Context: an optimization exercise on an open-source flow, tuned for a short achievable clock period and few clock cycles. The choices shown serve that exercise and are no tape-out recipe. Only simulation tests tie the RTL to the original design; equivalence was not proved. Power figures rest on the tool's default switching activity, not on a simulated workload.

==> flow/design.v <==
module regs(input          clk,
            input          rst,
            input          load_start,
            input [255:0]  start_regs,
            input          e_wen,
            input [3:0]    e_waddr,
            input [31:0]   e_wdata,
            input          l_wen,
            input [3:0]    l_waddr,
            input [31:0]   l_wdata,
            input          p_wen,
            input [1:0]    p_waddr,
            input          p_wdata,
            output [511:0] r_flat,      
            output [3:0]   p_flat);
   reg [31:0] r [0:15];
   reg [3:0]  p;
   integer    i;
   reg [31:0] nxt [0:15];
   reg        s_st, s_e, s_l;
   always @(*) begin
      for (i = 0; i < 16; i = i + 1) begin
         s_st = load_start && i < 8;
         s_e = !s_st && e_wen && e_waddr == i;
         s_l = !s_st && !s_e && l_wen && l_waddr == i;
         nxt[i] = ({32{s_st}} & start_regs[32*(7-(i%8)) +: 32]) |
                  ({32{s_e}} & e_wdata) |
                  ({32{s_l}} & l_wdata) |
                  ({32{!s_st && !s_e && !s_l}} & r[i]);
      end
   end
   integer k;
   always @(posedge clk) begin
      for (k = 0; k < 16; k = k + 1)
        r[k] <= nxt[k];
      if (rst)
        p <= 4'b1111;
      else if (p_wen)
        p[p_waddr] <= p_wdata;
   end
   genvar g;
   generate
      for (g = 0; g < 16; g = g + 1) begin : flat
         assign r_flat[32*g +: 32] = r[g];
      end
   endgenerate
   assign p_flat = p;
endmodule
module mul_csa4(input [15:0] a, input [15:0] b,
                output [15:0] s0, output [15:0] s1,
                output [15:0] s2, output [15:0] s3);
   wire [15:0] pp [0:15];
   genvar g;
   generate
      for (g = 0; g < 16; g = g + 1) begin : gen_pp
         assign pp[g] = ({16{b[g]}} & a) << g;
      end
   endgenerate
   function [31:0] csa(input [15:0] x, input [15:0] y, input [15:0] z);
      csa = {(x ^ y ^ z), (((x & y) | (x & z) | (y & z)) << 1)};
   endfunction
   wire [31:0] l1a = csa(pp[0], pp[1], pp[2]);
   wire [31:0] l1b = csa(pp[3], pp[4], pp[5]);
   wire [31:0] l1c = csa(pp[6], pp[7], pp[8]);
   wire [31:0] l1d = csa(pp[9], pp[10], pp[11]);
   wire [31:0] l1e = csa(pp[12], pp[13], pp[14]);
   wire [31:0] l2a = csa(l1a[31:16], l1a[15:0], l1b[31:16]);
   wire [31:0] l2b = csa(l1b[15:0], l1c[31:16], l1c[15:0]);
   wire [31:0] l2c = csa(l1d[31:16], l1d[15:0], l1e[31:16]);
   wire [31:0] l3a = csa(l2a[31:16], l2a[15:0], l2b[31:16]);
   wire [31:0] l3b = csa(l2b[15:0], l2c[31:16], l2c[15:0]);
   wire [31:0] l4a = csa(l3a[31:16], l3a[15:0], l3b[31:16]);
   wire [31:0] l4b = csa(l3b[15:0], l1e[15:0], pp[15]);
   assign s0 = l4a[31:16];
   assign s1 = l4a[15:0];
   assign s2 = l4b[31:16];
   assign s3 = l4b[15:0];
endmodule
module mul_fin(input [15:0] s0, input [15:0] s1, input [15:0] s2, input [15:0] s3,
               output [15:0] y);
   wire [15:0] t0 = s0 ^ s1 ^ s2;
   wire [15:0] t1 = ((s0 & s1) | (s0 & s2) | (s1 & s2)) << 1;
   wire [15:0] u0 = t0 ^ t1 ^ s3;
   wire [15:0] u1 = ((t0 & t1) | (t0 & s3) | (t1 & s3)) << 1;
   assign y = u0 + u1;
endmodule
module processor(input          clk,
                 input          rst,
                 output         idle,
                 input          start,
                 input [15:0]   start_pc,
                 output         load_start,
                 output [15:0]  imem_addr,
                 input [31:0]   imem_rdata,
                 output         dmem_ren,
                 output [15:0]  dmem_raddr,
                 input [31:0]   dmem_rdata,
                 output         dmem_wen,
                 output [15:0]  dmem_waddr,
                 output [31:0]  dmem_wdata,
                 output         queue_wen,
                 output [3:0]   queue_number,
                 output [255:0] queue_regs,
                 input [511:0]  r_flat,
                 input [3:0]    p_flat,
                 output         e_wen,
                 output [3:0]   e_waddr,
                 output [31:0]  e_wdata,
                 output         l_wen,
                 output [3:0]   l_waddr,
                 output [31:0]  l_wdata,
                 output         p_wen,
                 output [1:0]   p_waddr,
                 output         p_wdata);
   localparam D_HALT = 0, D_LOAD = 1, D_STORE = 2, D_MUL = 3, D_PUSH = 4,
              D_PUSHK = 5, D_CMP = 6, D_WR = 7, D_LATE = 8, D_RA = 9, D_RB = 10,
              D_ADD = 11, D_SUB = 12, D_AND = 13, D_XOR = 14, D_OR = 15,
              D_NAND = 16, D_NOT = 17, D_SHR = 18, D_SHL = 19, D_CNST = 20,
              D_BIG = 21, D_RD = 22, DW = 26;
   function [DW-1:0] predecode(input [31:0] w);
      reg [3:0] o;
      reg [DW-1:0] d;
      begin
         o = w[27:24];
         d = 0;
         d[D_HALT]  = w[28];
         d[D_LOAD]  = !w[28] && o == 0;
         d[D_STORE] = !w[28] && o == 1;
         d[D_MUL]   = !w[28] && o == 2;
         d[D_ADD]   = !w[28] && o == 3;
         d[D_SUB]   = !w[28] && o == 4;
         d[D_SHR]   = !w[28] && o == 5;
         d[D_SHL]   = !w[28] && o == 6;
         d[D_AND]   = !w[28] && o == 7;
         d[D_NOT]   = !w[28] && o == 8;
         d[D_XOR]   = !w[28] && o == 9;
         d[D_OR]    = !w[28] && o == 10;
         d[D_NAND]  = !w[28] && o == 11;
         d[D_CNST]  = !w[28] && o == 12;
         d[D_CMP]   = !w[28] && o == 13;
         d[D_PUSH]  = !w[28] && (o == 14 || o == 15);
         d[D_PUSHK] = !w[28] && o == 15;
         d[D_LATE]  = d[D_LOAD] | d[D_MUL];
         d[D_WR]    = d[D_LOAD] | d[D_MUL] | d[D_ADD] | d[D_SUB] | d[D_SHR] |
                      d[D_SHL] | d[D_AND] | d[D_NOT] | d[D_XOR] | d[D_OR] |
                      d[D_NAND] | d[D_CNST];
         d[D_RA]    = !w[28] && !(o == 12 || o == 15);
         d[D_RB]    = d[D_STORE] | d[D_MUL] | d[D_ADD] | d[D_SUB] | d[D_AND] |
                      d[D_XOR] | d[D_OR] | d[D_NAND] | d[D_CMP];
         d[D_BIG]   = |w[15:5];
         d[D_RD+3:D_RD] = (d[D_LOAD] | d[D_SHR] | d[D_SHL] | d[D_NOT]) ? w[19:16] :
                          d[D_CNST] ? w[23:20] : w[15:12];
         predecode = d;
      end
   endfunction
   reg         idle_q;
   reg [15:0]  pc_q;
   reg         f_valid_q;       
   reg         arr_q;           
   reg         halt_seen_q;     
   wire        go = start && idle_q;
   assign load_start = go;
   assign idle = idle_q;
   assign imem_addr = pc_q;
   reg [31:0]   qw [0:3];
   reg [DW-1:0] qd [0:3];
   reg [3:0]    qv;
   wire [31:0]   hw = qw[0];
   wire [DW-1:0] hd = qd[0];
   wire [DW-1:0] in_d = predecode(imem_rdata);
   wire          app = arr_q && !halt_seen_q && !idle_q;
   reg         e_we, e_lv, e_pw, e_mul;
   reg         e_hw;            
   reg         e_hm;            
   reg [15:0]  pm_a, pm_b;      
   reg [15:0]  hm0, hm1, hm2, hm3;
   reg         h_hoist_q;       
   reg         h_mhoist_q;      
   reg [3:0]   e_rd;
   reg [1:0]   e_pidx;
   reg [31:0]  e_a, e_b;
   reg [15:0]  e_k;
   reg [31:0]  s_a;
   reg [4:0]   s_k;
   reg         s_big;
   reg [15:0]  c_a, c_b;
   reg [15:0]  m_a, m_b;
   reg         e_add, e_sub, e_and, e_xor, e_or, e_nand, e_not, e_shr, e_shl, e_cnst;
   reg         w_we, l_we, l_mul;
   reg [3:0]   l_rd;
   reg [31:0]  w_val;
   reg [15:0]  m0, m1, m2, m3;
   wire [31:0] add_r = e_a + e_b;
   wire [31:0] sub_r = e_a - e_b;
   wire [31:0] shr_r = s_big ? 32'd0 : (s_a >> s_k);
   wire [31:0] shl_r = s_big ? 32'd0 : (s_a << s_k);
   wire [31:0] e_res = ({32{e_add}} & add_r) |
                       ({32{e_sub}} & sub_r) |
                       ({32{e_and}} & (e_a & e_b)) |
                       ({32{e_xor}} & (e_a ^ e_b)) |
                       ({32{e_or}} & (e_a | e_b)) |
                       ({32{e_nand}} & ~(e_a & e_b)) |
                       ({32{e_not}} & ~e_a) |
                       ({32{e_shr}} & shr_r) |
                       ({32{e_shl}} & shl_r) |
                       ({32{e_cnst}} & {16'd0, e_k});
   wire        e_lt = (c_a[15] != c_b[15]) ? c_a[15] : (c_a[14:0] < c_b[14:0]);
   wire [15:0] c0, c1, c2, c3;
   mul_csa4 mul_e(m_a, m_b, c0, c1, c2, c3);
   wire [15:0] mul_y;
   mul_fin mul_l(m0, m1, m2, m3, mul_y);
   wire [31:0] l_res = l_mul ? {16'd0, mul_y} : dmem_rdata;
   wire [15:0] hc0, hc1, hc2, hc3;
   mul_csa4 mul_hd(pm_a, pm_b, hc0, hc1, hc2, hc3);
   wire [15:0] hmul_y;
   mul_fin mul_he(hm0, hm1, hm2, hm3, hmul_y);
   wire [31:0] e_alt = e_hw ? dmem_rdata : {16'd0, hmul_y};
   wire        e_av = e_hw || e_hm;
   wire        p_we = w_we | l_we;
   wire [31:0] p_res = w_we ? w_val : l_res;
   assign e_wen = w_we;
   assign e_waddr = l_rd;
   assign e_wdata = w_val;
   assign l_wen = l_we;
   assign l_waddr = l_rd;
   assign l_wdata = l_res;
   assign p_wen = e_pw;
   assign p_waddr = e_pidx;
   assign p_wdata = e_lt;
   wire [3:0] ra = hw[23:20];
   wire [3:0] rb = hw[19:16];
   wire [31:0] rf_a = r_flat[32*ra +: 32];
   wire [31:0] rf_b = r_flat[32*rb +: 32];
   wire [31:0] op_a = (e_we && e_rd == ra) ? e_res :
                      (e_av && e_rd == ra) ? e_alt :
                      (p_we && l_rd == ra) ? p_res : rf_a;
   wire [31:0] op_b = (e_we && e_rd == rb) ? e_res :
                      (e_av && e_rd == rb) ? e_alt :
                      (p_we && l_rd == rb) ? p_res : rf_b;
   wire [3:0]  p_eff;
   genvar      gp;
   generate
      for (gp = 0; gp < 4; gp = gp + 1) begin : gen_peff
         assign p_eff[gp] = (e_pw && e_pidx == gp) ? e_lt : p_flat[gp];
      end
   endgenerate
   wire        pred_ok = (hw[31:30] == 2'd0) || p_eff[hw[31:30]];
   wire        haz = e_lv && ((hd[D_RA] && e_rd == ra) ||
                              (hd[D_RB] && e_rd == rb) ||
                              (hd[D_PUSH] && !e_rd[3]));
   wire        d_go = !idle_q && qv[0] && !hd[D_HALT] && !haz;
   wire        x_ok = d_go && pred_ok;
   wire [31:0]   n_w = qv[1] ? qw[1] : imem_rdata;
   wire [DW-1:0] n_d = qv[1] ? qd[1] : in_d;
   wire          n_valid = (qv[1] || app) && (d_go || !qv[0]);
   wire [3:0]    n_a = n_w[23:20];
   wire          x_st = qv[0] && hd[D_STORE];
   wire          x_ldn = qv[0] && hd[D_LOAD] && !h_hoist_q;
   wire          x_wa = qv[0] && hd[D_WR] && hd[D_RD+3:D_RD] == n_a;
   wire          g_wa = e_lv && e_rd == n_a;
   wire          hoist = !idle_q && n_valid && n_d[D_LOAD] && !x_st && !x_ldn && !x_wa && !g_wa;
   wire [3:0]    n_b = n_w[19:16];
   wire          x_wb = qv[0] && hd[D_WR] && hd[D_RD+3:D_RD] == n_b;
   wire          g_wb = e_lv && e_rd == n_b;
   wire          mhoist = !idle_q && n_valid && n_d[D_MUL] && !x_wa && !g_wa && !x_wb && !g_wb;
   wire [31:0]   rf_nb = r_flat[32*n_b +: 32];
   wire [15:0]   pf_b = (e_we && e_rd == n_b) ? e_res[15:0] :
                        (e_av && e_rd == n_b) ? e_alt[15:0] :
                        (p_we && l_rd == n_b) ? p_res[15:0] : rf_nb[15:0];
   wire [31:0]   rf_n = r_flat[32*n_a +: 32];
   wire [15:0]   pf_a = (e_we && e_rd == n_a) ? e_res[15:0] :
                        (e_av && e_rd == n_a) ? e_alt[15:0] :
                        (p_we && l_rd == n_a) ? p_res[15:0] : rf_n[15:0];
   reg         ren_q, wen_q, qwen_q;
   reg [15:0]  raddr_q, waddr_q;
   reg [31:0]  wdata_q;
   reg [3:0]   qnum_q;
   reg [255:0] qregs_q;      
   assign queue_regs = qregs_q;
   assign dmem_ren = ren_q;
   assign dmem_raddr = raddr_q;
   assign dmem_wen = wen_q;
   assign dmem_waddr = waddr_q;
   assign dmem_wdata = wdata_q;
   assign queue_wen = qwen_q;
   assign queue_number = qnum_q;
   reg [3:0]   src_v;
   reg [3:0]   nv;
   reg         placed;
   integer     j;
   always @(*) begin
      placed = 1'b0;
      for (j = 0; j < 4; j = j + 1) begin
         src_v[j] = d_go ? ((j < 3) ? qv[j+1] : 1'b0) : qv[j];
         nv[j] = src_v[j];
         if (!src_v[j] && !placed) begin
            placed = 1'b1;
            nv[j] = app;
         end
      end
   end
   integer     i;
   wire halt_next = halt_seen_q || (app && in_d[D_HALT]);
   wire [2:0] inflight = qv[0] + qv[1] + qv[2] + qv[3] + arr_q + f_valid_q;
   reg [31:0]   nqw [0:3];
   reg [DW-1:0] nqd [0:3];
   reg          sh, kp;
   always @(*) begin
      for (j = 0; j < 4; j = j + 1) begin
         sh = src_v[j] && d_go && j < 3;
         kp = src_v[j] && !(d_go && j < 3);
         nqw[j] = ({32{sh}} & qw[(j < 3) ? j + 1 : j]) | ({32{kp}} & qw[j]) |
                  ({32{!src_v[j]}} & imem_rdata);
         nqd[j] = ({DW{sh}} & qd[(j < 3) ? j + 1 : j]) | ({DW{kp}} & qd[j]) |
                  ({DW{!src_v[j]}} & in_d);
      end
   end
   always @(posedge clk) begin
      for (i = 0; i < 4; i = i + 1) begin
         qw[i] <= nqw[i];
         qd[i] <= nqd[i];
      end
   end
   always @(posedge clk) begin
      if (rst) begin
         idle_q <= 1'b1;
         pc_q <= 16'd0;
         f_valid_q <= 1'b0;
         arr_q <= 1'b0;
         halt_seen_q <= 1'b0;
         qv <= 4'd0;
      end
      else if (go) begin
         idle_q <= 1'b0;
         pc_q <= start_pc;
         f_valid_q <= 1'b1;
         arr_q <= 1'b0;
         halt_seen_q <= 1'b0;
         qv <= 4'd0;
      end
      else begin
         idle_q <= idle_q || (nv == 4'b0001 && halt_next);
         pc_q <= pc_q + {15'd0, f_valid_q};
         f_valid_q <= !idle_q && !halt_next && (inflight < 3'd4);
         arr_q <= f_valid_q;
         halt_seen_q <= halt_next;
         qv <= nv;
      end
   end
   always @(posedge clk) begin
      if (rst) begin
         e_we <= 1'b0;
         e_lv <= 1'b0;
         e_hw <= 1'b0;
         e_hm <= 1'b0;
         h_hoist_q <= 1'b0;
         h_mhoist_q <= 1'b0;
         e_pw <= 1'b0;
         l_we <= 1'b0;
         w_we <= 1'b0;
         ren_q <= 1'b0;
         wen_q <= 1'b0;
         qwen_q <= 1'b0;
      end
      else begin
         e_we <= x_ok && hd[D_WR] && !hd[D_LATE];
         e_lv <= x_ok && hd[D_LATE] && !(hd[D_LOAD] && h_hoist_q) && !(hd[D_MUL] && h_mhoist_q);
         e_hw <= x_ok && hd[D_LOAD] && h_hoist_q;
         e_hm <= x_ok && hd[D_MUL] && h_mhoist_q;
         h_hoist_q <= hoist;
         h_mhoist_q <= mhoist;
         e_pw <= x_ok && hd[D_CMP];
         l_we <= e_lv && !(go && !e_rd[3]);
         w_we <= (e_we || e_av) && !(go && !e_rd[3]);
         ren_q <= hoist || (x_ok && hd[D_LOAD] && !h_hoist_q);
         wen_q <= x_ok && hd[D_STORE];
         qwen_q <= x_ok && hd[D_PUSH];
      end
      e_rd <= hd[D_RD+3:D_RD];
      e_pidx <= hw[13:12];
      e_mul <= hd[D_MUL];
      e_a <= op_a;
      e_b <= op_b;
      e_k <= hw[15:0];
      s_a <= op_a & {32{hd[D_SHR] | hd[D_SHL]}};
      s_k <= hw[4:0];
      s_big <= hd[D_BIG];
      c_a <= op_a[15:0] & {16{hd[D_CMP]}};
      c_b <= op_b[15:0] & {16{hd[D_CMP]}};
      m_a <= op_a[15:0] & {16{hd[D_MUL]}};
      m_b <= op_b[15:0] & {16{hd[D_MUL]}};
      e_add <= hd[D_ADD];
      e_sub <= hd[D_SUB];
      e_and <= hd[D_AND];
      e_xor <= hd[D_XOR];
      e_or <= hd[D_OR];
      e_nand <= hd[D_NAND];
      e_not <= hd[D_NOT];
      e_shr <= hd[D_SHR];
      e_shl <= hd[D_SHL];
      e_cnst <= hd[D_CNST];
      l_rd <= e_rd;
      w_val <= e_av ? e_alt : e_res;
      pm_a <= pf_a;
      pm_b <= pf_b;
      hm0 <= hc0;
      hm1 <= hc1;
      hm2 <= hc2;
      hm3 <= hc3;
      l_mul <= e_mul;
      m0 <= c0;
      m1 <= c1;
      m2 <= c2;
      m3 <= c3;
      raddr_q <= hoist ? pf_a : (op_a[15:0] & {16{hd[D_LOAD]}});
      waddr_q <= op_b[15:0] & {16{hd[D_STORE]}};
      wdata_q <= op_a & {32{hd[D_STORE]}};
      qnum_q <= hd[D_PUSHK] ? hw[3:0] : (op_a[3:0] & {4{hd[D_PUSH]}});
      for (i = 0; i < 8; i = i + 1)
        qregs_q[32*(7-i) +: 32] <= (e_we && e_rd == i) ? e_res :
                                   (e_av && e_rd == i) ? e_alt :
                                   (p_we && l_rd == i) ? p_res : r_flat[32*i +: 32];
   end
endmodule
module gpu_core(input          clk,
                input          rst,
                output         idle,
                input          start,
                input [15:0]   start_pc,
                input [255:0]  start_regs,
                output [15:0]  imem_addr,
                input [31:0]   imem_rdata,
                output         dmem_ren,
                output [15:0]  dmem_raddr,
                input [31:0]   dmem_rdata,
                output         dmem_wen,
                output [15:0]  dmem_waddr,
                output [31:0]  dmem_wdata,
                output         queue_wen,
                output [3:0]   queue_number,
                output [255:0] queue_regs);
   wire [511:0] r_flat;
   wire [3:0]   p_flat;
   wire         load_start;
   wire         e_wen, l_wen, p_wen;
   wire [3:0]   e_waddr, l_waddr;
   wire [31:0]  e_wdata, l_wdata;
   wire [1:0]   p_waddr;
   wire         p_wdata;
   regs curr_regs(.clk(clk), .rst(rst),
                  .load_start(load_start), .start_regs(start_regs),
                  .e_wen(e_wen), .e_waddr(e_waddr), .e_wdata(e_wdata),
                  .l_wen(l_wen), .l_waddr(l_waddr), .l_wdata(l_wdata),
                  .p_wen(p_wen), .p_waddr(p_waddr), .p_wdata(p_wdata),
                  .r_flat(r_flat), .p_flat(p_flat));
   processor proc1(.clk(clk), .rst(rst),
                   .idle(idle), .start(start), .start_pc(start_pc),
                   .load_start(load_start),
                   .imem_addr(imem_addr), .imem_rdata(imem_rdata),
                   .dmem_ren(dmem_ren), .dmem_raddr(dmem_raddr), .dmem_rdata(dmem_rdata),
                   .dmem_wen(dmem_wen), .dmem_waddr(dmem_waddr), .dmem_wdata(dmem_wdata),
                   .queue_wen(queue_wen), .queue_number(queue_number), .queue_regs(queue_regs),
                   .r_flat(r_flat), .p_flat(p_flat),
                   .e_wen(e_wen), .e_waddr(e_waddr), .e_wdata(e_wdata),
                   .l_wen(l_wen), .l_waddr(l_waddr), .l_wdata(l_wdata),
                   .p_wen(p_wen), .p_waddr(p_waddr), .p_wdata(p_wdata));
endmodule
==> flow/flow/run.sh <==
#!/bin/bash
# Own flow: the standard layout (standard.sh) unchanged, except that
# - timing repair (floorplan, CTS and global-route repair_timing) aims for
#   extra setup slack, so the tools keep improving paths that already meet
#   the 10 ns clock (the constraints in constraint.sdc are the design's);
# - after global-route timing repair, slew and capacitance are repaired once
#   more (flow/post_grt.tcl), since that timing repair can overload drivers.
set -euo pipefail
export SETUP_SLACK_MARGIN=7
export POST_GLOBAL_ROUTE_TCL="$PWD/flow/post_grt.tcl"
bash standard.sh > standard_flow.log 2>&1
==> flow/flow/post_grt.tcl <==
# Repair max slew and max capacitance again after global-route timing repair,
# then legalize and re-route the nets that changed.
log_cmd global_route -start_incremental
repair_design_helper
log_cmd detailed_placement
log_cmd global_route -end_incremental
log_cmd estimate_parasitics -global_routing
report_check_types -max_slew -max_capacitance -violators
==> flow/standard.sh <==
#!/bin/bash
# synth_recipe.tcl (not shown) runs the flow's synth.tcl, then flattens the netlist and writes it again
# the make line also repeats each setting of config.mk as NAME=value (left out here)
make -C /OpenROAD-flow-scripts/flow DESIGN_CONFIG=/design/flow/config.mk WORK_HOME=/design/flow/orfs CLKGATE_MAP_FILE= SYNTH_SCRIPT=/design/flow/synth_recipe.tcl "${@:-finish}"
==> flow/config.mk <==
export PLATFORM = sky130hd
export DESIGN_NAME = gpu_core
export DESIGN_NICKNAME = gpu_core
export VERILOG_FILES = /design/flow/design.v
export SDC_FILE = /design/flow/constraint.sdc
export NUM_CORES = 4
export LEC_CHECK = 0
export CAP_MARGIN = 20
export CORE_MARGIN = 2
export CORE_UTILIZATION = 40
export SLEW_MARGIN = 20
export TNS_END_PERCENT = 100
==> flow/constraint.sdc <==
create_clock -name core_clock -period 10.0 [get_ports {clk}]
set_input_delay 2.0000 -clock core_clock [delete_from_list [all_inputs] [get_ports {clk}]]
set_output_delay 2.0000 -clock core_clock [all_outputs]
set_load 0.01 [all_outputs]
==> results of run 1 <==
==> worst max path at each step <==
stage | startpoint | to | slack, ns | cells past startpoint
3_3_place_gp | imem_rdata[16] | proc1.pm_b[7] | 3.69 | 11
3_5_place_dp | imem_rdata[16] | proc1.pm_b[4] | 3.70 | 10
4_1_cts | imem_rdata[21] | proc1.raddr_q[0] | 6.37 | 13
6_report | imem_rdata[21] | proc1.raddr_q[0] | 6.16 | 11
2_1_floorplan | imem_rdata[22] | proc1.raddr_q[8] | 6.18 | 8
==> stage by stage <==
| step | power, mW | instances | utilization [%] | cell area (um2) |
|---|---|---|---|---|
| finish | 23.7 | 14200 | 58.2 | 125000 |
| floorplan | 10.4 | 10100 | - | 88600 |
| detailed placement | 13.6 | 12900 | 45.0 | 96600 |
| CTS | 22.3 | 13900 | 55.7 | 120000 |
| global placement | 13.5 | 12900 | 44.9 | 96500 |
==> worst max-delay path: cells and delay by family <==
| kind | cells | cell delay, ns |
|---|---|---|
| compound gates | 5 | 1.41 |
| buf+inv | 4 | 0.68 |
| mux | 1 | 0.39 |
| simple gates | 1 | 0.07 |
==> cell usage in the layout (no fill, tap or decap), types with 165 or more instances in the layout <==
master and instances:
buf_6 561, dfxtp_2 266, clkdlybuf4s50_1 290, and2_1 237
buf_12 191, nor2_1 499, a22oi_1 305, nand3_1 342
o22ai_1 270, nand2_1 1386, inv_1 283, a21oi_1 377
mux4_2 385, o21ai_0 540, fa_1 165, clkbuf_16 184
buf_4 554, dfxtp_1 990
==> Yosys cell counts, types with 32 or more instances <==
| library cell | count | area [um2] |
|---|---|---|
| a211oi_1 | 77 | 578 |
| nand3_1 | 371 | 1860 |
| a22oi_1 | 346 | 2600 |
| fa_1 | 171 | 3420 |
| a21o_1 | 34 | 255 |
| a221oi_1 | 41 | 359 |
| nor2b_1 | 32 | 200 |
| clkbuf_1 | 770 | 2890 |
| a31oi_1 | 65 | 407 |
| nand2b_1 | 37 | 231 |
| a21oi_1 | 613 | 3070 |
| mux2i_1 | 94 | 941 |
| a222oi_1 | 98 | 981 |
| a221o_1 | 153 | 1530 |
| dfxtp_1 | 1360 | 27200 |
| mux2_2 | 51 | 574 |
| and3_1 | 82 | 513 |
| o21ai_0 | 823 | 4120 |
| nor3_1 | 74 | 370 |
| ha_1 | 201 | 2510 |
| inv_1 | 329 | 1230 |
| nor2_1 | 620 | 2330 |
| o211ai_1 | 132 | 991 |
| xnor2_1 | 124 | 1090 |
| buf_2 | 109 | 546 |
| and2_1 | 287 | 1800 |
| buf_1 | 93 | 349 |
| nand2_1 | 1532 | 5750 |
| edfxtp_1 | 52 | 1560 |
| a311oi_1 | 83 | 727 |
| mux4_2 | 385 | 8670 |
| xor2_1 | 35 | 307 |
| o22ai_1 | 302 | 1890 |
| o221ai_1 | 123 | 1080 |
==> flip-flops by register name, indices dropped and copies added, names as in the netlist, 15 cells and up, named ones only <==
name           cells
curr_regs.r      512
proc1.c_a         16
proc1.c_b         16
proc1.e_a         32
proc1.e_b         32
proc1.e_k         15
proc1.hm0         16
proc1.m0          16
proc1.m_a         16
proc1.m_b         16
proc1.pc_q        16
proc1.pm_a        16
proc1.pm_b        16
proc1.qd          78
proc1.qregs_q    256
proc1.qw          78
proc1.raddr_q     16
proc1.s_a         32
proc1.w_val       32
proc1.waddr_q     16
proc1.wdata_q     32
==> power groups by stage <==
stage,sequential (mW),clock [mW],combinational [mW]
after global placement,7.20,0,6.31
final,7.25,6.62,9.79
after detailed placement,7.22,0,6.37
after CTS,7.12,6.59,8.59
after floorplan,6.70,0,3.66
==> logic make-up (layout without fill, tap and decap cells) <==
logic type | count (synthesis) | after routing | synth area share [%]
AND/OR/NAND/NOR | 3159 | 3172 | 16.1
AO/OA/AOI/OAI | 3147 | 3150 | 24.2
flip-flops | 1412 | 1412 | 33.3
buffers and inverters | 1326 | 2501 | 6.04
multiplexers | 534 | 536 | 11.8
adder cells (fa/ha/maj) | 372 | 372 | 6.87
XOR/XNOR | 159 | 159 | 1.61
other | 0 | 40 | 0
==> metal layers <==
| layer | GRT usage [%] | wire [um] | share of wire [%] |
|---|---|---|---|
| met4 | 37.2 | 58600 | 10 |
| met1 | 61.8 | 207000 | 35 |
| met3 | 24.7 | 94600 | 16 |
| met5 | 2.77 | 2090 | 0.36 |
| met2 | 67.4 | 222000 | 38 |
==> layout make-up <==
type / count / share of cell area, %
inverters: 336 / 1.05
flip-flops and latches: 1412 / 23.6
clock buffers: 211 / 3.76
repair buffers: 1863 / 17.2
well taps: 2838 / 2.84
diodes: 40 / 0.0800
multi-input cells: 7389 / 50.6
clock inverters: 90 / 0.896
repair inverters: 1 / 0.00600
==> run notes, run 1 <==
status=timing/DRC/antenna clean; nets=~12000; FF-to-FF Start=proc1.qv[1]; area of the multi-input gates=roughly 63000 um2; largest net degree at the start of global routing=123; share of cells above drive strength 1=between 30 and 40%; min-delay src=proc1.e_mul; die outline height=between 400 and 500 um; Post-Syn Area per Cell=8.55 um2; kind of critical path=primary input to flop; first-pass GRT wire length=approximately 770000 um; Num CTS Buffers=between 150 and 200; power share of the combinational group=roughly two fifths; vias per cell=~7.1; vias in the first global route=slightly above 90000; setup bufs post-CTS=633; Worst R2R Path Depth=14; antenna viol nets, final=0; fin crit share=38.4%; fill cell count=18500; DR iter-0 viols=between 15000 and 20000; later-pin clock latency in the skew report=0.89 ns; port bufs=~680; FP Rows=170; Area Growth Syn to Fin=44.7%; Slew @ Worst Pin=between 1 and 1.5 ns; FF-to-FF End=proc1.raddr_q[0]; Final Wtd Congestion=1.08; EDFF count, synth=between 50 and 60; Critical Path AT=between 4 and 5 ns; crit path max-delay cell type=a311oi_4; Net Count, Synth=approximately 11000; Sw Pwr=9.52 mW; GRT Util Overall=around 50%; Peak VDD IR=around 0.27 mV; HP Class=flop to flop; clock sink count=between 1000 and 1500; register area share after synthesis=33.3%; Die ar.=roughly 220000 um2; starting density of the core=40.2%; H-tree depth=4; Min-Delay Endpoint=proc1.l_mul; total wire length=585000 um; vias=101000; synth warn=9; overflow left after global routing=0; CORE AREA=around 210000 um2; Reg area=29500 um2; Final Max Slew Viols=0; startpoint type of the worst setup path=primary input; Synth Flop Type=dfxtp_1; CP Cell Sequence=buf_12 -> mux2_4 -> buf_16 -> buf_16 -> nand2_4 -> a311oi_4 -> a311oi_4 -> a2111o_1 -> o211ai_1 -> buf_4 -> a22o_1; final setup fails=0; clock power share=between 20 and 30%; Synth Instances=10100; fin worst setup slack=6.16 ns; post-synthesis register bit count=1412; Final Hold Fails=0; drt wl/cell=41.2 um; Setup TNS=0 ns; Pwr per Cell Area=around 190 nW/um2; DRC Markers=0; Max Fclk=0.261 GHz; antenna violations before repair=between 70 and 80; switching part of the total=between 40% and 50%; Worst Hold Path Cells=0; Synth async-reset ratio=0%; Max transition margin=between 10% and 20%; worst clock skew=between 0.06 and 0.07 ns; Cell Int Power=between 10 and 15 mW; DR pass1 iterations=20; post_cts resized=about 4000; MaxCap Viol Count=0; Clk Tree Root Cell=clkbuf_16; HPWL after detailed placement=384000 um; slowest stage delay, CP=~0.57 ns; Hold WS=between 0.3 and 0.4 ns; die width=~470 um; CTS Hold Bufs=0; critical path peak fanout=7; Reg power frac=between 30% and 40%; WP data required=between 10 and 15 ns; reg2reg setup slack=between 6 and 7 ns; Tmin final=~3.8 ns; CTS tree=built; Max clock buf depth=3; Crit. End Element=flop; Reg clk slew, reported paths=~0.06 ns; Leak=slightly below 50 nW; I/O pin total=683; mapped cell area=around 86000 um2; Setup Slack @ Placement=~3.7 ns; Synth cell types=approximately 100
Testbench counts, summed over its fixed seeds: cycles 30,564.
==> inputs of run 2 (changes only) <==
--- a/flow/design.v
+++ b/flow/design.v
@@ -257,20 +257,16 @@
    wire          x_st = qv[0] && hd[D_STORE];
    wire          x_ldn = qv[0] && hd[D_LOAD] && !h_hoist_q;
    wire          x_wa = qv[0] && hd[D_WR] && hd[D_RD+3:D_RD] == n_a;
-   wire          g_wa = e_lv && e_rd == n_a;
+   wire          g_wa = (e_lv || e_we || e_av) && e_rd == n_a || p_we && l_rd == n_a;
    wire          hoist = !idle_q && n_valid && n_d[D_LOAD] && !x_st && !x_ldn && !x_wa && !g_wa;
    wire [3:0]    n_b = n_w[19:16];
    wire          x_wb = qv[0] && hd[D_WR] && hd[D_RD+3:D_RD] == n_b;
-   wire          g_wb = e_lv && e_rd == n_b;
+   wire          g_wb = (e_lv || e_we || e_av) && e_rd == n_b || p_we && l_rd == n_b;
    wire          mhoist = !idle_q && n_valid && n_d[D_MUL] && !x_wa && !g_wa && !x_wb && !g_wb;
    wire [31:0]   rf_nb = r_flat[32*n_b +: 32];
-   wire [15:0]   pf_b = (e_we && e_rd == n_b) ? e_res[15:0] :
-                        (e_av && e_rd == n_b) ? e_alt[15:0] :
-                        (p_we && l_rd == n_b) ? p_res[15:0] : rf_nb[15:0];
+   wire [15:0]   pf_b = rf_nb[15:0];
    wire [31:0]   rf_n = r_flat[32*n_a +: 32];
-   wire [15:0]   pf_a = (e_we && e_rd == n_a) ? e_res[15:0] :
-                        (e_av && e_rd == n_a) ? e_alt[15:0] :
-                        (p_we && l_rd == n_a) ? p_res[15:0] : rf_n[15:0];
+   wire [15:0]   pf_a = rf_n[15:0];
    reg         ren_q, wen_q, qwen_q;
    reg [15:0]  raddr_q, waddr_q;
    reg [31:0]  wdata_q;
==> run notes, run 2 <==
Worst R2R Path Depth=15 (was 14); Setup TNS=0 ns (unchanged); first-pass GRT wire length=674000 um (was 772000 um); Slew @ Worst Pin=1.28 ns (about the same); die width=461 um (was 469 um); Tmin final=3.74 ns (was 3.84 ns); CTS Hold Bufs=0 (unchanged); FP Rows=167 (was 170); Hold WS=0.337 ns (was 0.327 ns); critical path peak fanout=9 (was 7); CP Cell Sequence=clkdlybuf4s50_1 -> nand2b_4 -> nor2_2 -> a21oi_4 -> nor2_1 -> a21oi_1 -> o22ai_1 -> o21a_4 (was buf_12 -> mux2_4 -> buf_16 -> buf_16 -> nand2_4 -> a311oi_4 -> a311oi_4 -> a2111o_1 -> o211ai_1 -> buf_4 -> a22o_1); HP Class=flop to flop (unchanged); slowest stage delay, CP=0.66 ns (was 0.57 ns); Leak=44.9 nW (was 48.1 nW); antenna violations before repair=79 (was 76); largest reg by FF count=curr_regs.r (unchanged); post-synthesis register bit count=1412 (unchanged); MaxCap Viol Count=0 (unchanged); DRC Markers=0 (unchanged); ranking of synthesized cells by area=dfxtp_1 33%, mux4_2 14%, o21ai_0 4.9%, nand2_1 4.2%, fa_1 4.1% (was dfxtp_1 31%, mux4_2 10%, nand2_1 6.7%, o21ai_0 4.8%, fa_1 4.0%); Area Growth Syn to Fin=39.1% (was 44.7%); EDFF count, synth=52 (unchanged); WP data required=10.74 ns (was 10.76 ns); Synth Flop Type=dfxtp_1 (unchanged); Synth Instances=8910 (was 10100); biggest regs=curr_regs.r (512), proc1.qregs_q (256) (unchanged); status=timing/DRC/antenna clean (unchanged); H-tree depth=4 (unchanged); Crit. End Element=flop (unchanged); register area share after synthesis=34.5% (was 33.3%); Setup Slack @ Placement=4.02 ns (was 3.70 ns); total wire length=504000 um (was 585000 um); drt wl/cell=39.5 um (was 41.2 um); overflow left after global routing=0 (unchanged); setup bufs post-CTS=454 (was 633); Max Fclk=0.267 GHz (was 0.261 GHz); DR iter-0 viols=15700 (was 18200); synth warn=9 (unchanged); vias=89600 (was 101000); vias per cell=7.02 (was 7.11); CORE AREA=207000 um2 (was 215000 um2); worst clock skew=0.0605 ns (was 0.0621 ns); mapped cell area=83400 um2 (was 86500 um2); total power=22.8 mW (was 23.7 mW); DR pass1 iterations=13 (was 20); largest net degree at the start of global routing=109 (was 123); Worst Hold Path Cells=0 (unchanged); Num CTS Buffers=162 (was 164); reg2reg setup slack=6.35 ns (was 6.24 ns); Peak VDD IR=0.317 mV (was 0.272 mV); Final Hold Fails=0 (unchanged); Critical Path AT=4.49 ns (was 4.59 ns); most frequent cells in the layout=986 x dfxtp_1, 856 x nand2_1, 560 x o21ai_0, 529 x mux4_2, 506 x buf_6 (was 1386 x nand2_1, 990 x dfxtp_1, 561 x buf_6, 554 x buf_4, 540 x o21ai_0); Die ar.=212000 um2 (was 220000 um2); post_cts resized=3654 (was 3998); final setup fails=0 (unchanged); crit path max-delay cell type=a21oi_1 (was a311oi_4); most common cell after layout, fill and taps aside=dfxtp_1 (was nand2_1); share of cells above drive strength 1=37.4% (was 36.5%); Final Max Slew Viols=0 (unchanged); HPWL after detailed placement=340000 um (was 384000 um); kind of critical path=primary input to flop (unchanged); I/O pin total=683 (unchanged); Reg clk slew, reported paths=0.06 ns (about the same); count leader, synth=dfxtp_1 (was nand2_1); starting density of the core=40.3% (was 40.2%); Pwr per Cell Area=197 nW/um2 (was 189 nW/um2); Largest register FFs=512 (unchanged); Net Count, Synth=9621 (was 10800); Post-synth top cells=1360 x dfxtp_1, 930 x nand2_1, 811 x o21ai_0 (was 1532 x nand2_1, 1360 x dfxtp_1, 823 x o21ai_0); GRT Util Overall=45.4% (was 50.5%); Clk Tree Root Cell=clkbuf_16 (unchanged); fin worst setup slack=6.26 ns (was 6.16 ns); clock sink count=1412 (unchanged); die outline height=461 um (was 469 um); nets=10500 (was 11900); Max transition margin=14.1% (was 14.7%); Post-Syn Area per Cell=9.36 um2 (was 8.55 um2); fin crit share=37.4% (was 38.4%); antenna viol nets, final=0 (unchanged); cell taking the most area after synthesis=dfxtp_1 (unchanged); Synth async-reset ratio=0% (unchanged); port bufs=681 (unchanged); Final Wtd Congestion=1.11 (was 1.08); vias in the first global route=81200 (was 91000); Max clock buf depth=3 (unchanged); Synth cell types=102 (was 104); Yosys top cell area share=32.6% (was 31.5%); CTS tree=built (unchanged); startpoint type of the worst setup path=primary input (unchanged); later-pin clock latency in the skew report=0.90 ns (was 0.89 ns)
[run 2: cell count changes after synthesis, moves of 81 or more]
| cell | delta |
|---|---|
| nand2_1 | -602 |
| a311oi_1 | -83 |
| mux4_2 | +141 |
| a21oi_1 | -142 |
| a221o_1 | +81 |
| o22ai_1 | -100 |
| nand3_1 | -274 |
[run 2: metrics by stage]
stage / std cells / util [%] / instance area (um2)
2_1_floorplan: 8910 / - / 85100
3_3_place_gp: 11700 / 45.1 / 93300
3_5_place_dp: 11700 / 45.1 / 93400
4_1_cts: 12500 / 53.6 / 111000
6_report: 12800 / 56.0 / 116000
[run 2: cells by family after synthesis]
group                      count (synthesis)  synth area share, %
and+or+nand+nor                         2244                 12.2
xor gates and xnor gates                 150                 1.58
muxes                                    648                 15.8
buffers and inverters                   1200                 5.66
adders and majority gates                372                 7.12
DFF                                     1412                 34.5
AOI/OAI and AO/OA                       2884                 23.2
[run 2: where the power goes]
group	switching, mW	leakage, nW	internal (mW)	total, mW
Sequential	1.05	11.9	6.27	7.32
Clock	2.71	2.59	3.41	6.12
Combinational	5.23	30.4	4.16	9.38
Total	8.99	44.9	13.8	22.8
[run 2: final timing paths]
| kind | startpoint | end |
|---|---|---|
| max | dmem_rdata[31] | proc1.qregs_q[95] |
| min | proc1.e_mul | proc1.l_mul |
| max reg2reg | proc1.m0[6] | proc1.qregs_q[239] |
| min reg2reg | proc1.e_mul | proc1.l_mul |
[run 2: final cells by class]
type                       instances  area [um2]
antenna                           50         125
fill                           17800       91100
clock inverter                    64         643
sequential                      1412       29600
clock buffer                     229        4650
inverter                         329        1260
multi-input combinational       6312       58700
timing repair buffer            1584       17500
tap                             2788        3490
[run 2: routing by layer]
metal	vias up	routed length (um)	global-route usage (%)	share of wire (%)
met2	8608	199000	62.2	40
met4	40	47400	31.7	9.4
li1	34900	-	-	-
met3	2192	81600	21.5	16
met1	43800	175000	55.5	35
met5	-	622	2.32	0.12
[run 2: worst max-delay path: cells and delay by family]
kind,cells,cell delay [ns]
buffers and inverters,1,0.60
and+or+nand+nor,3,0.42
AOI/OAI and AO/OA,4,1.44
Testbench counts of run 2, summed over its fixed seeds: cycles 30,679.
==> inputs of run 3 (changes only) <==
--- a/flow/design.v
+++ b/flow/design.v
@@ -194,9 +194,7 @@
    wire [31:0] sub_r = e_a - e_b;
    wire [31:0] shr_r = s_big ? 32'd0 : (s_a >> s_k);
    wire [31:0] shl_r = s_big ? 32'd0 : (s_a << s_k);
-   wire [31:0] e_res = ({32{e_add}} & add_r) |
-                       ({32{e_sub}} & sub_r) |
-                       ({32{e_and}} & (e_a & e_b)) |
+   wire [31:0] e_oth = ({32{e_and}} & (e_a & e_b)) |
                        ({32{e_xor}} & (e_a ^ e_b)) |
                        ({32{e_or}} & (e_a | e_b)) |
                        ({32{e_nand}} & ~(e_a & e_b)) |
@@ -216,8 +214,9 @@
    mul_fin mul_he(hm0, hm1, hm2, hm3, hmul_y);
    wire [31:0] e_alt = e_hw ? dmem_rdata : {16'd0, hmul_y};
    wire        e_av = e_hw || e_hm;
-   wire        p_we = w_we | l_we;
-   wire [31:0] p_res = w_we ? w_val : l_res;
+   wire        p_any = w_we | l_we;
+   wire        p_we = w_we | (l_we & !l_mul);
+   wire [31:0] p_res = w_we ? w_val : dmem_rdata;
    assign e_wen = w_we;
    assign e_waddr = l_rd;
    assign e_wdata = w_val;
@@ -231,10 +230,14 @@
    wire [3:0] rb = hw[19:16];
    wire [31:0] rf_a = r_flat[32*ra +: 32];
    wire [31:0] rf_b = r_flat[32*rb +: 32];
-   wire [31:0] op_a = (e_we && e_rd == ra) ? e_res :
+   wire [31:0] op_a = (e_we && e_add && e_rd == ra) ? add_r :
+                      (e_we && e_sub && e_rd == ra) ? sub_r :
+                      (e_we && e_rd == ra) ? e_oth :
                       (e_av && e_rd == ra) ? e_alt :
                       (p_we && l_rd == ra) ? p_res : rf_a;
-   wire [31:0] op_b = (e_we && e_rd == rb) ? e_res :
+   wire [31:0] op_b = (e_we && e_add && e_rd == rb) ? add_r :
+                      (e_we && e_sub && e_rd == rb) ? sub_r :
+                      (e_we && e_rd == rb) ? e_oth :
                       (e_av && e_rd == rb) ? e_alt :
                       (p_we && l_rd == rb) ? p_res : rf_b;
    wire [3:0]  p_eff;
@@ -245,9 +248,13 @@
       end
    endgenerate
    wire        pred_ok = (hw[31:30] == 2'd0) || p_eff[hw[31:30]];
+   wire        lm = l_we && l_mul;
    wire        haz = e_lv && ((hd[D_RA] && e_rd == ra) ||
                               (hd[D_RB] && e_rd == rb) ||
-                              (hd[D_PUSH] && !e_rd[3]));
+                              (hd[D_PUSH] && !e_rd[3])) ||
+                     lm && ((hd[D_RA] && l_rd == ra) ||
+                            (hd[D_RB] && l_rd == rb) ||
+                            (hd[D_PUSH] && !l_rd[3]));
    wire        d_go = !idle_q && qv[0] && !hd[D_HALT] && !haz;
    wire        x_ok = d_go && pred_ok;
    wire [31:0]   n_w = qv[1] ? qw[1] : imem_rdata;
@@ -257,11 +264,11 @@
    wire          x_st = qv[0] && hd[D_STORE];
    wire          x_ldn = qv[0] && hd[D_LOAD] && !h_hoist_q;
    wire          x_wa = qv[0] && hd[D_WR] && hd[D_RD+3:D_RD] == n_a;
-   wire          g_wa = (e_lv || e_we || e_av) && e_rd == n_a || p_we && l_rd == n_a;
+   wire          g_wa = (e_lv || e_we || e_av) && e_rd == n_a || p_any && l_rd == n_a;
    wire          hoist = !idle_q && n_valid && n_d[D_LOAD] && !x_st && !x_ldn && !x_wa && !g_wa;
    wire [3:0]    n_b = n_w[19:16];
    wire          x_wb = qv[0] && hd[D_WR] && hd[D_RD+3:D_RD] == n_b;
-   wire          g_wb = (e_lv || e_we || e_av) && e_rd == n_b || p_we && l_rd == n_b;
+   wire          g_wb = (e_lv || e_we || e_av) && e_rd == n_b || p_any && l_rd == n_b;
    wire          mhoist = !idle_q && n_valid && n_d[D_MUL] && !x_wa && !g_wa && !x_wb && !g_wb;
    wire [31:0]   rf_nb = r_flat[32*n_b +: 32];
    wire [15:0]   pf_b = rf_nb[15:0];
@@ -396,7 +403,7 @@
       e_shl <= hd[D_SHL];
       e_cnst <= hd[D_CNST];
       l_rd <= e_rd;
-      w_val <= e_av ? e_alt : e_res;
+      w_val <= e_av ? e_alt : e_add ? add_r : e_sub ? sub_r : e_oth;
       pm_a <= pf_a;
       pm_b <= pf_b;
       hm0 <= hc0;
@@ -413,7 +420,9 @@
       wdata_q <= op_a & {32{hd[D_STORE]}};
       qnum_q <= hd[D_PUSHK] ? hw[3:0] : (op_a[3:0] & {4{hd[D_PUSH]}});
       for (i = 0; i < 8; i = i + 1)
-        qregs_q[32*(7-i) +: 32] <= (e_we && e_rd == i) ? e_res :
+        qregs_q[32*(7-i) +: 32] <= (e_we && e_add && e_rd == i) ? add_r :
+                                   (e_we && e_sub && e_rd == i) ? sub_r :
+                                   (e_we && e_rd == i) ? e_oth :
                                    (e_av && e_rd == i) ? e_alt :
                                    (p_we && l_rd == i) ? p_res : r_flat[32*i +: 32];
    end
--- a/flow/config.mk
+++ b/flow/config.mk
@@ -7,6 +7,6 @@
 export LEC_CHECK = 0
 export CAP_MARGIN = 20
 export CORE_MARGIN = 2
-export CORE_UTILIZATION = 40
+export CORE_UTILIZATION = 35
 export SLEW_MARGIN = 20
 export TNS_END_PERCENT = 100
==> run notes, run 3 <==
status=timing/DRC/antenna clean (unchanged); Largest register FFs=512 (unchanged); Num CTS Buffers=164 (was 162); clock sink count=1412 (unchanged); Max transition margin=13.2% (was 14.1%); most frequent cells in the layout=980 x dfxtp_1, 750 x nand2_1, 638 x a21oi_1, 619 x nor2_1, 539 x buf_4 (was 986 x dfxtp_1, 856 x nand2_1, 560 x o21ai_0, 529 x mux4_2, 506 x buf_6); WP data required=10.71 ns (was 10.74 ns); fin worst setup slack=6.24 ns (was 6.26 ns); Cell Int Power=13.4 mW (was 13.8 mW); largest net degree at the start of global routing=157 (was 109); FF-to-FF Start=proc1.e_b[8] (was proc1.m0[6]); most common cell after layout, fill and taps aside=dfxtp_1 (unchanged); Tmin final=3.76 ns (was 3.74 ns); DR iter-0 viols=17900 (was 15700); Post-synth top cells=1360 x dfxtp_1, 982 x a21oi_1, 841 x nand2_1 (was 1360 x dfxtp_1, 930 x nand2_1, 811 x o21ai_0); share of cells above drive strength 1=39.3% (was 37.4%); CORE AREA=244000 um2 (was 207000 um2); Pwr per Cell Area=171 nW/um2 (was 197 nW/um2); post-synthesis register bit count=1412 (unchanged); Synth Instances=9591 (was 8910); CTS Hold Bufs=0 (unchanged); count leader, synth=dfxtp_1 (unchanged); vias=98700 (was 89600); # placed instances=12800 (was 11700); drt wl/cell=39.7 um (was 39.5 um); Max Fclk=0.266 GHz (was 0.267 GHz); Final Hold Fails=0 (unchanged); Synth async-reset ratio=0% (unchanged); die width=500 um (was 461 um); CP startpoint=proc1.e_b[8] (was dmem_rdata[31]); die outline height=500 um (was 461 um); final setup fails=0 (unchanged); port bufs=681 (unchanged); crit path max-delay cell type=a21oi_4 (was a21oi_1); Max clock buf depth=3 (unchanged); HP Class=flop to flop (unchanged); Final Wtd Congestion=1.06 (was 1.11); GRT Util Overall=42.1% (was 45.4%); Peak VDD IR=0.176 mV (was 0.317 mV); clock power share=30.6% (was 26.8%); CP Cell Sequence=inv_2 -> ha_4 -> or3_4 -> or4_4 -> a21oi_4 -> o311ai_4 -> a2111oi_4 -> o41ai_2 -> mux2i_2 -> a211o_4 -> a21oi_4 (was clkdlybuf4s50_1 -> nand2b_4 -> nor2_2 -> a21oi_4 -> nor2_1 -> a21oi_1 -> o22ai_1 -> o21a_4); MaxCap Viol Count=0 (unchanged); fin crit share=37.6% (was 37.4%); CP dominant cell by count=a21oi_4; startpoint type of the worst setup path=flop (was primary input); Buf/Inv on CP=1 (unchanged); register area share after synthesis=33.5% (was 34.5%); DRC Markers=0 (unchanged); Reg area=29500 um2 (was 29600 um2); biggest regs=curr_regs.r (512), proc1.qregs_q (256) (unchanged); Reg clk slew, reported paths=0.07 ns (was 0.06 ns); largest reg by FF count=curr_regs.r (unchanged); Die ar.=250000 um2 (was 212000 um2); switching part of the total=37.6% (was 39.4%); Reg power frac=32.6% (was 32.1%); Net Count, Synth=10300 (was 9621); Post-Syn Area per Cell=8.96 um2 (was 9.36 um2); power share of the combinational group=36.8% (was 41.1%); Slew @ Worst Pin=1.29 ns (was 1.28 ns); kind of critical path=flop to flop (was primary input to flop); first-pass GRT wire length=740000 um (was 674000 um); antenna violations before repair=90 (was 79); ranking of synthesized cells by area=dfxtp_1 32%, mux4_2 13%, a21oi_1 5.7%, fa_1 4.0%, nand2_1 3.7% (was dfxtp_1 33%, mux4_2 14%, o21ai_0 4.9%, nand2_1 4.2%, fa_1 4.1%); Crit. End Element=flop (unchanged); Synth cell types=95 (was 102); Largest delay share family, worst path=compound AO/OA/AOI/OAI gates (unchanged); vias in the first global route=89300 (was 81200); worst clock skew=0.0760 ns (was 0.0605 ns); starting density of the core=35.3% (was 40.3%); overflow left after global routing=0 (unchanged); min-delay src=proc1.e_mul (unchanged); FP Rows=181 (was 167); Sw Pwr=8.08 mW (was 8.99 mW); H-tree depth=4 (unchanged); setup bufs post-CTS=570 (was 454); fin cells=14100 (was 12800); later-pin clock latency in the skew report=0.91 ns (was 0.90 ns); Synth Flop Type=dfxtp_1 (unchanged); critical path peak fanout=6 (was 9); Yosys top cell area share=31.7% (was 32.6%); mapped cell area=85900 um2 (was 83400 um2); Leak=46.1 nW (was 44.9 nW); synth warn=9 (unchanged); area of the multi-input gates=63500 um2 (was 58700 um2); antenna viol nets, final=0 (unchanged); CTS tree=built (unchanged); nets=11400 (was 10500); HPWL after detailed placement=354000 um (was 340000 um); vias per cell=7.01 (was 7.02); total wire length=559000 um (was 504000 um); fill cell count=21500 (was 17800); post_cts resized=3932 (was 3654); Final Max Slew Viols=0 (unchanged); DR pass1 iterations=14 (was 13); cell taking the most area after synthesis=dfxtp_1 (unchanged); EDFF count, synth=52 (unchanged); Setup Slack @ Placement=4.09 ns (was 4.02 ns); I/O pin total=683 (unchanged); slowest stage delay, CP=0.56 ns (was 0.66 ns); Clk Tree Root Cell=clkbuf_16 (unchanged); Critical Path AT=4.47 ns (was 4.49 ns); Setup TNS=0 ns (unchanged); Area Growth Syn to Fin=46.0% (was 39.1%)
[run 3: cell types whose count changed after synthesis, sizes merged, moves of 179 or more]
cell	change
a21oi	+521
nand3	+179
nor2	+255
o21ai	-230
a211oi	+243
a22oi	-263
[run 3: stage by stage]
stage	area, um2	utilization, %	hold WS (ns)	power, mW
after detailed placement	96200	39.5	0.315	11.8
after CTS	118000	48.4	0.335	20.1
after global placement	96100	39.4	0.312	11.7
final	126000	51.5	0.340	21.5
after floorplan	87300	-	0.310	9.43
[run 3: final timing paths]
check	endpoint	slack [ns]	depth (start not counted)
max	proc1.qregs_q[247]	6.24	11
min	proc1.l_mul	0.34	0
max reg2reg	proc1.qregs_q[247]	6.24	11
min reg2reg	proc1.l_mul	0.34	0
[run 3: logic make-up after synthesis]
logic type | Yosys count | share of synthesized area (%)
AO/OA/AOI/OAI | 3131 | 23.5
XOR/XNOR | 147 | 1.50
adder cells (fa/ha/maj) | 372 | 6.91
buffers and inverters | 1286 | 5.90
flip-flops | 1412 | 33.5
multiplexers | 701 | 15.5
AND/OR/NAND/NOR | 2542 | 13.2
[run 3: routing by layer]
metal	up-vias	wire length [um]	global-route usage (%)	share of wire, %
met3	2806	93100	23.2	17
met4	80	60100	33.9	11
met2	9489	214000	56.2	38
li1	37800	-	-	-
met1	48500	190000	48.9	34
met5	-	1280	0.752	0.23
[run 3: worst register-to-register path, stage by stage (launching register included)]
cell and delay (ns):
dfxtp_2 0.35, inv_2 0.06, ha_4 0.25, or3_4 0.40
or4_4 0.45, a21oi_4 0.21, o311ai_4 0.13, a2111oi_4 0.42
o41ai_2 0.13, mux2i_2 0.20, a211o_4 0.42, a21oi_4 0.57
[run 3: final cells by class]
type / instances / area share (%)
multi-input combinational: 6919 / 50.6
sequential: 1412 / 23.5
timing repair buffer: 1810 / 16.8
clock buffer: 226 / 3.76
tap: 3202 / 3.19
inverter: 366 / 1.17
clock inverter: 83 / 0.896
antenna: 56 / 0.112
[run 3: power by group through the flow]
stage	Combinational (mW)	Sequential, mW	Clock [mW]
detailed placement	4.81	6.99	0
global placement	4.78	6.97	0
floorplan	2.84	6.58	0
CTS	6.62	6.89	6.55
finish	7.89	6.99	6.57
Testbench counts of run 3, summed over its fixed seeds: cycles 30,835.

port drivers added, routing unchanged:
Ports are ideal in the flow. The routed layouts listed here were re-timed in OpenROAD.
Step 1 sets driving cells, clkbuf_16 on the clock port and buf_2 on the other inputs (assumed; they add their load-dependent delay and slew).
Step 2 times the ports against the registers' clock, not the clock port: input delays grow and output delays shrink by t, the midpoint of the rising clock arrivals with the driver on.
Three values: ideal ports, drivers, drivers and shift; two values: the first two.
run | t, ns | setup WS [ns] | worst register clock-pin slew, ns
run 1 | 0.968 | 6.161 / 6.220 / 5.253 | 0.07 / 0.07
run 2 | 0.971 | 6.255 / 6.333 / 5.362 | 0.08 / 0.08
run 3 | 0.984 | 6.239 / 6.239 / 5.385 | 0.07 / 0.07
After both steps setup and hold are still met in every run listed. For run 1, which loses most, drivers alone change the setup slack by +0.059 ns; drivers and shift together by -0.908 ns.
